From an optimization exercise on the open Yosys and OpenROAD flow, aimed at small area, a short achievable clock period and few clock cycles per item; shortcuts taken in it are not production practice. RTL that was checked went through simulation tests only; none was proved equivalent to the original. Power figures rest on the tool's default switching activity, not on a simulated workload.

==> flow/design.v <==
module huffman(clk, reset, gray_data, gray_valid, CNT_valid, CNT1, CNT2, CNT3, CNT4, CNT5, CNT6,
    code_valid, HC1, HC2, HC3, HC4, HC5, HC6, M1, M2, M3, M4, M5, M6);
input clk;
input reset;
input gray_valid;
input [7:0] gray_data;
output reg CNT_valid;
output [7:0] CNT1, CNT2, CNT3, CNT4, CNT5, CNT6;
output reg code_valid;
output [7:0] HC1, HC2, HC3, HC4, HC5, HC6;
output [7:0] M1, M2, M3, M4, M5, M6;
reg [1:0] st;
reg [5:0] sel;
reg [6:0] w[0:5];
reg [2:0] pos[0:5];
reg [4:0] hc[0:5];
reg [4:0] m[0:5];
reg par;         
reg merged;      
reg srt;         
reg chk;         
reg [3:1] pend;  
reg [2:0] ncomb;
integer i;
function lt7(input [6:0] x, input [6:0] z);
	reg [6:0] l, e;
	reg l65, e65, l43, e43, l21, e21, l6to3, e6to3, l2to0;
	begin
		l = ~x & z;
		e = ~(x ^ z);
		l65 = l[6] | (e[6] & l[5]);
		e65 = e[6] & e[5];
		l43 = l[4] | (e[4] & l[3]);
		e43 = e[4] & e[3];
		l21 = l[2] | (e[2] & l[1]);
		e21 = e[2] & e[1];
		l6to3 = l65 | (e65 & l43);
		e6to3 = e65 & e43;
		l2to0 = l21 | (e21 & l[0]);
		lt7 = l6to3 | (e6to3 & l2to0);
	end
endfunction
function [6:0] add7(input [6:0] x, input [6:0] z);
	reg [6:0] g, p, c;
	reg g10, g32, p32, g54, p54;
	begin
		g = x & z;
		p = x ^ z;
		g10 = g[1] | (p[1] & g[0]);
		g32 = g[3] | (p[3] & g[2]);
		p32 = p[3] & p[2];
		g54 = g[5] | (p[5] & g[4]);
		p54 = p[5] & p[4];
		c[0] = 1'b0;
		c[1] = g[0];
		c[2] = g10;
		c[3] = g[2] | (p[2] & g10);
		c[4] = g32 | (p32 & g10);
		c[5] = g[4] | (p[4] & c[4]);
		c[6] = g54 | (p54 & c[4]);
		add7 = p ^ c;
	end
endfunction
wire idle     = (st == 2'd0);
wire counting = (st == 2'd1);
wire build    = (st == 2'd2);
reg [6:0] cur, inc;
always @* begin
	cur = 7'd0;
	for (i = 0; i < 6; i = i + 1)
		cur = cur | ({7{sel[i]}} & w[i]);
	for (i = 0; i < 7; i = i + 1)
		inc[i] = cur[i] ^ (&(cur | ~((7'd1 << i) - 7'd1)));
end
reg [4:0] lt;
always @* begin
	for (i = 0; i < 5; i = i + 1)
		lt[i] = lt7(w[i], w[i + 1]);
end
wire in_order = ~|lt;
wire comb = build && (merged ? (!chk && pend == 3'd0) : srt);
wire last = comb && (ncomb == 3'd4);
wire [6:0] sum = add7(w[4], w[5]);
reg [4:0] swap;
always @* begin
	for (i = 0; i < 5; i = i + 1) begin
		if (!build)
			swap[i] = 1'b0;
		else if (!merged)
			swap[i] = lt[i] && (i[0] == par);
		else if (chk)
			swap[i] = (i == 4) && lt[4];
		else
			swap[i] = (i >= 1 && i <= 3) && pend[i] && (i == 3 || !pend[i + 1]);
	end
end
reg [2:0] np[0:5];
always @* begin
	for (i = 0; i < 6; i = i + 1) begin
		if (comb)
			np[i] = (i >= 4) ? 3'd5 : i + 1;
		else if (i < 5 && swap[i])
			np[i] = i + 1;
		else if (i > 0 && swap[i - 1])
			np[i] = i - 1;
		else
			np[i] = i;
	end
end
always @(posedge clk or posedge reset) begin
	if (reset) begin
		st <= 2'd0;
		sel <= 6'd0;
		CNT_valid <= 1'b0;
		code_valid <= 1'b0;
	end
	else begin
		if (idle)
			st <= gray_valid ? 2'd1 : 2'd0;
		else if (counting)
			st <= gray_valid ? 2'd1 : 2'd2;
		else if (last)
			st <= 2'd0;
		for (i = 0; i < 6; i = i + 1)
			sel[i] <= gray_valid && (gray_data[2:0] == i + 1);
		CNT_valid <= counting && !gray_valid;
		code_valid <= last;
	end
end
always @(posedge clk) begin
	if (!build) begin
		par <= 1'b0;
		merged <= 1'b0;
		srt <= 1'b0;
		chk <= 1'b0;
		ncomb <= 3'd0;
	end
	else begin
		par <= ~par;
		srt <= in_order;
		chk <= comb;
		if (comb) begin
			merged <= 1'b1;
			ncomb <= ncomb + 3'd1;
		end
	end
	if (chk) begin
		for (i = 1; i < 4; i = i + 1)
			pend[i] <= lt7(w[i], w[5]);
	end
	else
		pend <= pend & ~swap[3:1];
end
always @(posedge clk) begin
	for (i = 0; i < 6; i = i + 1) begin
		if (idle)
			w[i] <= 7'd0;
		else if (counting) begin
			if (sel[i])
				w[i] <= inc;
		end
		else if (i > 0 && (comb ? i < 5 : swap[i - 1]))
			w[i] <= w[i - 1];
		else if (i < 5 && swap[i])
			w[i] <= w[i + 1];
		else if (comb)
			w[i] <= (i == 0) ? 7'd127 : sum;
	end
end
always @(posedge clk) begin
	for (i = 0; i < 6; i = i + 1) begin
		if (!build) begin
			pos[i] <= i;
			hc[i] <= 5'd0;
			m[i] <= 5'd0;
		end
		else begin
			pos[i] <= np[pos[i]];
			if (comb && pos[i][2]) begin
				m[i] <= {m[i][3:0], 1'b1};
				if (pos[i][0])
					hc[i] <= hc[i] | ({m[i][3:0], 1'b1} & ~m[i]);
			end
		end
	end
end
assign CNT1 = {1'b0, w[0]};
assign CNT2 = {1'b0, w[1]};
assign CNT3 = {1'b0, w[2]};
assign CNT4 = {1'b0, w[3]};
assign CNT5 = {1'b0, w[4]};
assign CNT6 = {1'b0, w[5]};
assign HC1 = {3'b0, hc[0]};
assign HC2 = {3'b0, hc[1]};
assign HC3 = {3'b0, hc[2]};
assign HC4 = {3'b0, hc[3]};
assign HC5 = {3'b0, hc[4]};
assign HC6 = {3'b0, hc[5]};
assign M1 = {3'b0, m[0][4:1], 1'b1};
assign M2 = {3'b0, m[1][4:1], 1'b1};
assign M3 = {3'b0, m[2][4:1], 1'b1};
assign M4 = {3'b0, m[3][4:1], 1'b1};
assign M5 = {3'b0, m[4][4:1], 1'b1};
assign M6 = {3'b0, m[5][4:1], 1'b1};
endmodule
export LEC_CHECK = 0
export CAP_MARGIN = 20
export CORE_MARGIN = 2
export CORE_UTILIZATION = 55
export CTS_BUF_LIST = sky130_fd_sc_hd__clkbuf_8
export CTS_CLUSTER_SIZE = 30
export SETUP_SLACK_MARGIN = 3.7
export SLEW_MARGIN = 20
export TNS_END_PERCENT = 10
create_clock -name core_clock -period 6.0 [get_ports {clk}]
standard.sh (not shown) runs the stock make flow with config.mk's settings and CLKGATE_MAP_FILE= SYNTH_SCRIPT=/design/flow/synth_recipe.tcl, a recipe that flattens the netlist after the stock synthesis.
==> flow/flow/run.sh <==
#!/bin/bash
# Standard layout, with plain buffers (instead of the delay buffers buffer_ports picks by
# default) on the input and output ports.
set -euo pipefail
export BUFFER_PORTS_ARGS="-buffer_cell sky130_fd_sc_hd__buf_2"
bash standard.sh > standard_flow.log 2>&1
Rerun with:
--- a/flow/design.v
+++ b/flow/design.v
@@ -21,45 +21,32 @@
 reg chk;         
 reg [3:1] pend;  
 reg [2:0] ncomb;
 integer i;
 function lt7(input [6:0] x, input [6:0] z);
-	reg [6:0] l, e;
-	reg l65, e65, l43, e43, l21, e21, l6to3, e6to3, l2to0;
+	integer j;
+	reg r;
 	begin
-		l = ~x & z;
-		e = ~(x ^ z);
-		l65 = l[6] | (e[6] & l[5]);
-		e65 = e[6] & e[5];
-		l43 = l[4] | (e[4] & l[3]);
-		e43 = e[4] & e[3];
-		l21 = l[2] | (e[2] & l[1]);
-		e21 = e[2] & e[1];
-		l6to3 = l65 | (e65 & l43);
-		e6to3 = e65 & e43;
-		l2to0 = l21 | (e21 & l[0]);
-		lt7 = l6to3 | (e6to3 & l2to0);
+		r = 1'b0;
+		for (j = 0; j < 7; j = j + 1)
+			r = (~x[j] & z[j]) | (~(x[j] & ~z[j]) & r);
+		lt7 = r;
 	end
 endfunction
 function [6:0] add7(input [6:0] x, input [6:0] z);
+	integer j, k;
 	reg [6:0] g, p, c;
-	reg g10, g32, p32, g54, p54;
+	reg gg;
 	begin
 		g = x & z;
 		p = x ^ z;
-		g10 = g[1] | (p[1] & g[0]);
-		g32 = g[3] | (p[3] & g[2]);
-		p32 = p[3] & p[2];
-		g54 = g[5] | (p[5] & g[4]);
-		p54 = p[5] & p[4];
-		c[0] = 1'b0;
-		c[1] = g[0];
-		c[2] = g10;
-		c[3] = g[2] | (p[2] & g10);
-		c[4] = g32 | (p32 & g10);
-		c[5] = g[4] | (p[4] & c[4]);
-		c[6] = g54 | (p54 & c[4]);
+		for (j = 0; j < 7; j = j + 1) begin
+			gg = 1'b0;
+			for (k = 0; k < j; k = k + 1)
+				gg = g[k] | (p[k] & gg);
+			c[j] = gg;
+		end
 		add7 = p ^ c;
 	end
 endfunction
 wire idle     = (st == 2'd0);
 wire counting = (st == 2'd1);
The new run finished with timing, DRC and antenna clean. Sequential share of layout area goes up by 2.8 points. Combinational power goes down by a quarter to a third. Fmax goes down by roughly a tenth. Synthesized cell count goes down slightly. Worst setup slack loses 0.31 ns. Final area goes down by roughly a tenth. Total power goes down by a quarter to a third. Non-clock buffer count goes down by 47. First-iteration DRC count goes down by about a fifth. Count of clock-buffer cells in the layout goes down by 1. Wire length goes down by about a fifth. Utilization goes down by 4.7 points.
No functional check of the RTL was part of any run of this note.

---

huffman, a different RTL version from the one above (not shown whole).
Size in the first run: about 140 flip-flops, roughly 160 I/O pins, about 7800 um2 of cells after synthesis.
==> module huffman, before the edit <==
module huffman(clk, reset, gray_data, gray_valid, CNT_valid, CNT1, CNT2, CNT3, CNT4, CNT5, CNT6,
    code_valid, HC1, HC2, HC3, HC4, HC5, HC6, M1, M2, M3, M4, M5, M6);
input clk;
input reset;
input gray_valid;
input [7:0] gray_data;
output reg CNT_valid;
output [7:0] CNT1, CNT2, CNT3, CNT4, CNT5, CNT6;
output reg code_valid;
output [7:0] HC1, HC2, HC3, HC4, HC5, HC6;
output [7:0] M1, M2, M3, M4, M5, M6;
reg idle, counting, build;    
reg [5:0] sel;
reg [6:0] w[0:5];
reg [2:0] pos[0:5];
reg [4:0] hc[0:5];
reg [4:0] m[0:5];
reg par;         
reg merged;      
reg fin;         
reg comb;        
reg [2:0] ncomb;
integer i;
function lt7(input [6:0] x, input [6:0] z);
	reg [6:0] l, e;
	reg l65, e65, l43, e43, l21, e21, l6to3, e6to3, l2to0;
	begin
		l = ~x & z;
		e = ~(x ^ z);
		l65 = l[6] | (e[6] & l[5]);
		e65 = e[6] & e[5];
		l43 = l[4] | (e[4] & l[3]);
		e43 = e[4] & e[3];
		l21 = l[2] | (e[2] & l[1]);
		e21 = e[2] & e[1];
		l6to3 = l65 | (e65 & l43);
		e6to3 = e65 & e43;
		l2to0 = l21 | (e21 & l[0]);
		lt7 = l6to3 | (e6to3 & l2to0);
	end
endfunction
function [6:0] add7(input [6:0] x, input [6:0] z);
	reg [6:0] g, p, c;
	reg g10, g32, p32, g54, p54;
	begin
		g = x & z;
		p = x ^ z;
		g10 = g[1] | (p[1] & g[0]);
		g32 = g[3] | (p[3] & g[2]);
		p32 = p[3] & p[2];
		g54 = g[5] | (p[5] & g[4]);
		p54 = p[5] & p[4];
		c[0] = 1'b0;
		c[1] = g[0];
		c[2] = g10;
		c[3] = g[2] | (p[2] & g10);
		c[4] = g32 | (p32 & g10);
		c[5] = g[4] | (p[4] & c[4]);
		c[6] = g54 | (p54 & c[4]);
		add7 = p ^ c;
	end
endfunction
reg [6:0] cur, inc;
always @* begin
	cur = 7'd0;
	for (i = 0; i < 6; i = i + 1)
		cur = cur | ({7{sel[i]}} & w[i]);
	for (i = 0; i < 7; i = i + 1)
		inc[i] = cur[i] ^ (&(cur | ~((7'd1 << i) - 7'd1)));
end
reg [4:0] lt;
always @* begin
	for (i = 0; i < 5; i = i + 1)
		lt[i] = lt7(w[i], w[i + 1]);
end
wire in_order = ~|lt;
wire last = fin;
wire [6:0] sum = add7(w[4], w[5]);
reg [4:0] swap;
always @* begin
	for (i = 0; i < 5; i = i + 1) begin
		swap[i] = build && !comb && lt[i] && (merged || (i[0] == par));
	end
end
wire build_nx  = build ? !last : (counting && !gray_valid);
wire merged_nx = build && (merged || comb);
wire fin_nx    = build && comb && (ncomb == 3'd3);
wire comb_nx   = build && !comb && !fin && in_order;
always @(posedge clk or posedge reset) begin
	if (reset) begin
		idle <= 1'b1;
		counting <= 1'b0;
		build <= 1'b0;
		sel <= 6'd0;
		CNT_valid <= 1'b0;
		code_valid <= 1'b0;
	end
	else begin
		idle <= idle ? !gray_valid : last;
		counting <= idle ? gray_valid : (counting && gray_valid);
		build <= build_nx;
		for (i = 0; i < 6; i = i + 1)
			sel[i] <= gray_valid && (gray_data[2:0] == i + 1);
		CNT_valid <= counting && !gray_valid;
		code_valid <= last;
	end
end
always @(posedge clk) begin
	par <= build && !par;
	merged <= merged_nx;
	fin <= fin_nx;
	comb <= comb_nx;
	if (!build)
		ncomb <= 3'd0;
	else if (comb)
		ncomb <= ncomb + 3'd1;
end
reg dn[0:5], up[0:5], hold[0:5];
always @* begin
	for (i = 0; i < 6; i = i + 1) begin
		dn[i] = (i > 0) && (comb ? (i < 5) : swap[i - 1]);
		up[i] = (i < 5) && !comb && swap[i];
		hold[i] = counting ? !sel[i] : (build && !comb && !(i < 5 && swap[i]) && !(i > 0 && swap[i - 1]));
	end
end
always @(posedge clk) begin
	for (i = 0; i < 6; i = i + 1)
		w[i] <= ({7{hold[i]}} & w[i])
		      | ({7{dn[i]}} & w[(i + 5) % 6])
		      | ({7{up[i]}} & w[(i + 1) % 6])
		      | ({7{counting && sel[i]}} & inc)
		      | ({7{comb && i == 5}} & sum)
		      | {7{comb && i == 0}};
end
reg [2:0] np[0:5];
always @* begin
	for (i = 0; i < 6; i = i + 1) begin
		if (comb)
			np[i] = (i >= 4) ? 3'd5 : i + 1;
		else if (i < 5 && swap[i])
			np[i] = i + 1;
		else if (i > 0 && swap[i - 1])
			np[i] = i - 1;
		else
			np[i] = i;
	end
end
always @(posedge clk) begin
	for (i = 0; i < 6; i = i + 1) begin
		if (!build) begin
			pos[i] <= i;
			hc[i] <= 5'd0;
			m[i] <= 5'd0;
		end
		else begin
			pos[i] <= np[pos[i]];
			if ((comb && pos[i][2]) || last) begin
				m[i] <= {m[i][3:0], 1'b1};
				if (last ? pos[i][0] ^ lt[4] : pos[i][0])
					hc[i] <= hc[i] | ({m[i][3:0], 1'b1} & ~m[i]);
			end
		end
	end
end
assign CNT1 = {1'b0, w[0]};
assign CNT2 = {1'b0, w[1]};
assign CNT3 = {1'b0, w[2]};
assign CNT4 = {1'b0, w[3]};
assign CNT5 = {1'b0, w[4]};
assign CNT6 = {1'b0, w[5]};
assign HC1 = {3'b0, hc[0]};
assign HC2 = {3'b0, hc[1]};
assign HC3 = {3'b0, hc[2]};
assign HC4 = {3'b0, hc[3]};
assign HC5 = {3'b0, hc[4]};
assign HC6 = {3'b0, hc[5]};
assign M1 = {3'b0, m[0][4:1], 1'b1};
assign M2 = {3'b0, m[1][4:1], 1'b1};
assign M3 = {3'b0, m[2][4:1], 1'b1};
assign M4 = {3'b0, m[3][4:1], 1'b1};
assign M5 = {3'b0, m[4][4:1], 1'b1};
assign M6 = {3'b0, m[5][4:1], 1'b1};
endmodule
==> flow/config.mk <==
export PLATFORM = sky130hd
export DESIGN_NAME = huffman
export DESIGN_NICKNAME = huffman
export VERILOG_FILES = /design/flow/design.v
export SDC_FILE = /design/flow/constraint.sdc
export NUM_CORES = 4
export LEC_CHECK = 0
export CAP_MARGIN = 20
export CORE_MARGIN = 2
export CORE_UTILIZATION = 55
export CTS_BUF_LIST = sky130_fd_sc_hd__clkbuf_8
export CTS_CLUSTER_SIZE = 30
export SETUP_SLACK_MARGIN = 3.5
export SLEW_MARGIN = 20
export TNS_END_PERCENT = 10
==> flow/constraint.sdc <==
create_clock -name core_clock -period 6.0 [get_ports {clk}]
set_input_delay 1.2000 -clock core_clock [delete_from_list [all_inputs] [get_ports {clk}]]
set_output_delay 1.2000 -clock core_clock [all_outputs]
set_load 0.01 [all_outputs]
==> flow/flow/run.sh <==
#!/bin/bash
# Standard layout, with two changes: plain buffers (instead of the delay buffers
# buffer_ports picks by default) on the input and output ports, and one tie
# cell per constant value shared by all constant outputs (instead of one per port).
set -euo pipefail
export BUFFER_PORTS_ARGS="-buffer_cell sky130_fd_sc_hd__buf_2"
export SKIP_REPAIR_TIE_FANOUT=1
bash standard.sh > standard_flow.log 2>&1
Testbench counts at the start, summed over its fixed seeds: cycles 23,029, frames 192.
Then changed:
--- a/flow/design.v
+++ b/flow/design.v
@@ -132,28 +132,19 @@
 		      | ({7{comb && i == 5}} & sum)
 		      | {7{comb && i == 0}};
 end
-reg [2:0] np[0:5];
-always @* begin
-	for (i = 0; i < 6; i = i + 1) begin
-		if (comb)
-			np[i] = (i >= 4) ? 3'd5 : i + 1;
-		else if (i < 5 && swap[i])
-			np[i] = i + 1;
-		else if (i > 0 && swap[i - 1])
-			np[i] = i - 1;
-		else
-			np[i] = i;
-	end
-end
 always @(posedge clk) begin
 	for (i = 0; i < 6; i = i + 1) begin
 		if (!build) begin
-			pos[i] <= i;
+			pos[i] <= i ^ (i >> 1);
 			hc[i] <= 5'd0;
 			m[i] <= 5'd0;
 		end
 		else begin
-			pos[i] <= np[pos[i]];
+			pos[i][0] <= pos[i][0] ^ (comb ? !(^pos[i]) :
+			             ((pos[i][2:1] == 2'b00 && swap[0]) || (pos[i][2:1] == 2'b01 && swap[2]) ||
+			              (pos[i][2:1] == 2'b11 && swap[4])));
+			pos[i][1] <= pos[i][1] ^ (!pos[i][2] && pos[i][0] && (comb ? !pos[i][1] : swap[1]));
+			pos[i][2] <= pos[i][2] ^ (!pos[i][0] && pos[i][1] && (comb ? !pos[i][2] : swap[3]));
 			if ((comb && pos[i][2]) || last) begin
 				m[i] <= {m[i][3:0], 1'b1};
 				if (last ? pos[i][0] ^ lt[4] : pos[i][0])
Result: The new run ran to the end with no violations; maximum frequency came out higher by 7.5%; sequential power rose by about 4%; setup slack improved by 0.19 ns; hold slack is worse by 0.017 ns; global-route usage came out lower by 0.51 points; power came out higher by 5.2%; wire length went up by 3.2%; count of clock-buffer cells in the layout does not change; die area is higher by 4.1%; critical path depth came out higher by 3; utilization goes down by 1.7 points; synthesized area grows by 4.2%; register-to-register slack gains 0.19 ns; sequential cell count stays the same.
Testbench counts after the change, summed over its fixed seeds: cycles 23,029, frames 192.

==> afterwards: timing with drivers on the ports <==
In the flow no input, the clock included, has a driving cell. The finished layouts below were timed again as built, in two steps. Step 1 assumes that a clkbuf_16 drives the clock port and a buf_2 every other input. Step 2 adds t to the input delays and takes it off the output delays; t is the mean of the earliest and latest rising clock arrival at the registers after step 1. Input paths then give back, and output paths get back, about the clock's delay inside the block. Slacks: ideal ports / drivers / drivers and shift; pairs: ideal ports / drivers.
| run | t (ns) | setup WS [ns] | slew at the worst register clock pin (ns) | cell pins on the clock port's net |
|---|---|---|---|---|
| the first run of note 1 | 0.509 | 3.271 / 3.271 / 3.271 | 0.10 / 0.10 | 1 |
| the second run of note 1 | 0.493 | 2.966 / 2.966 / 2.966 | 0.09 / 0.09 | 1 |
| the first run of note 2 | 0.478 | 3.348 / 3.348 / 3.348 | 0.09 / 0.09 | 1 |
| the second run of note 2 | 0.464 | 3.534 / 3.534 / 3.534 | 0.09 / 0.09 | 1 |
After both steps every run listed still meets setup and hold.
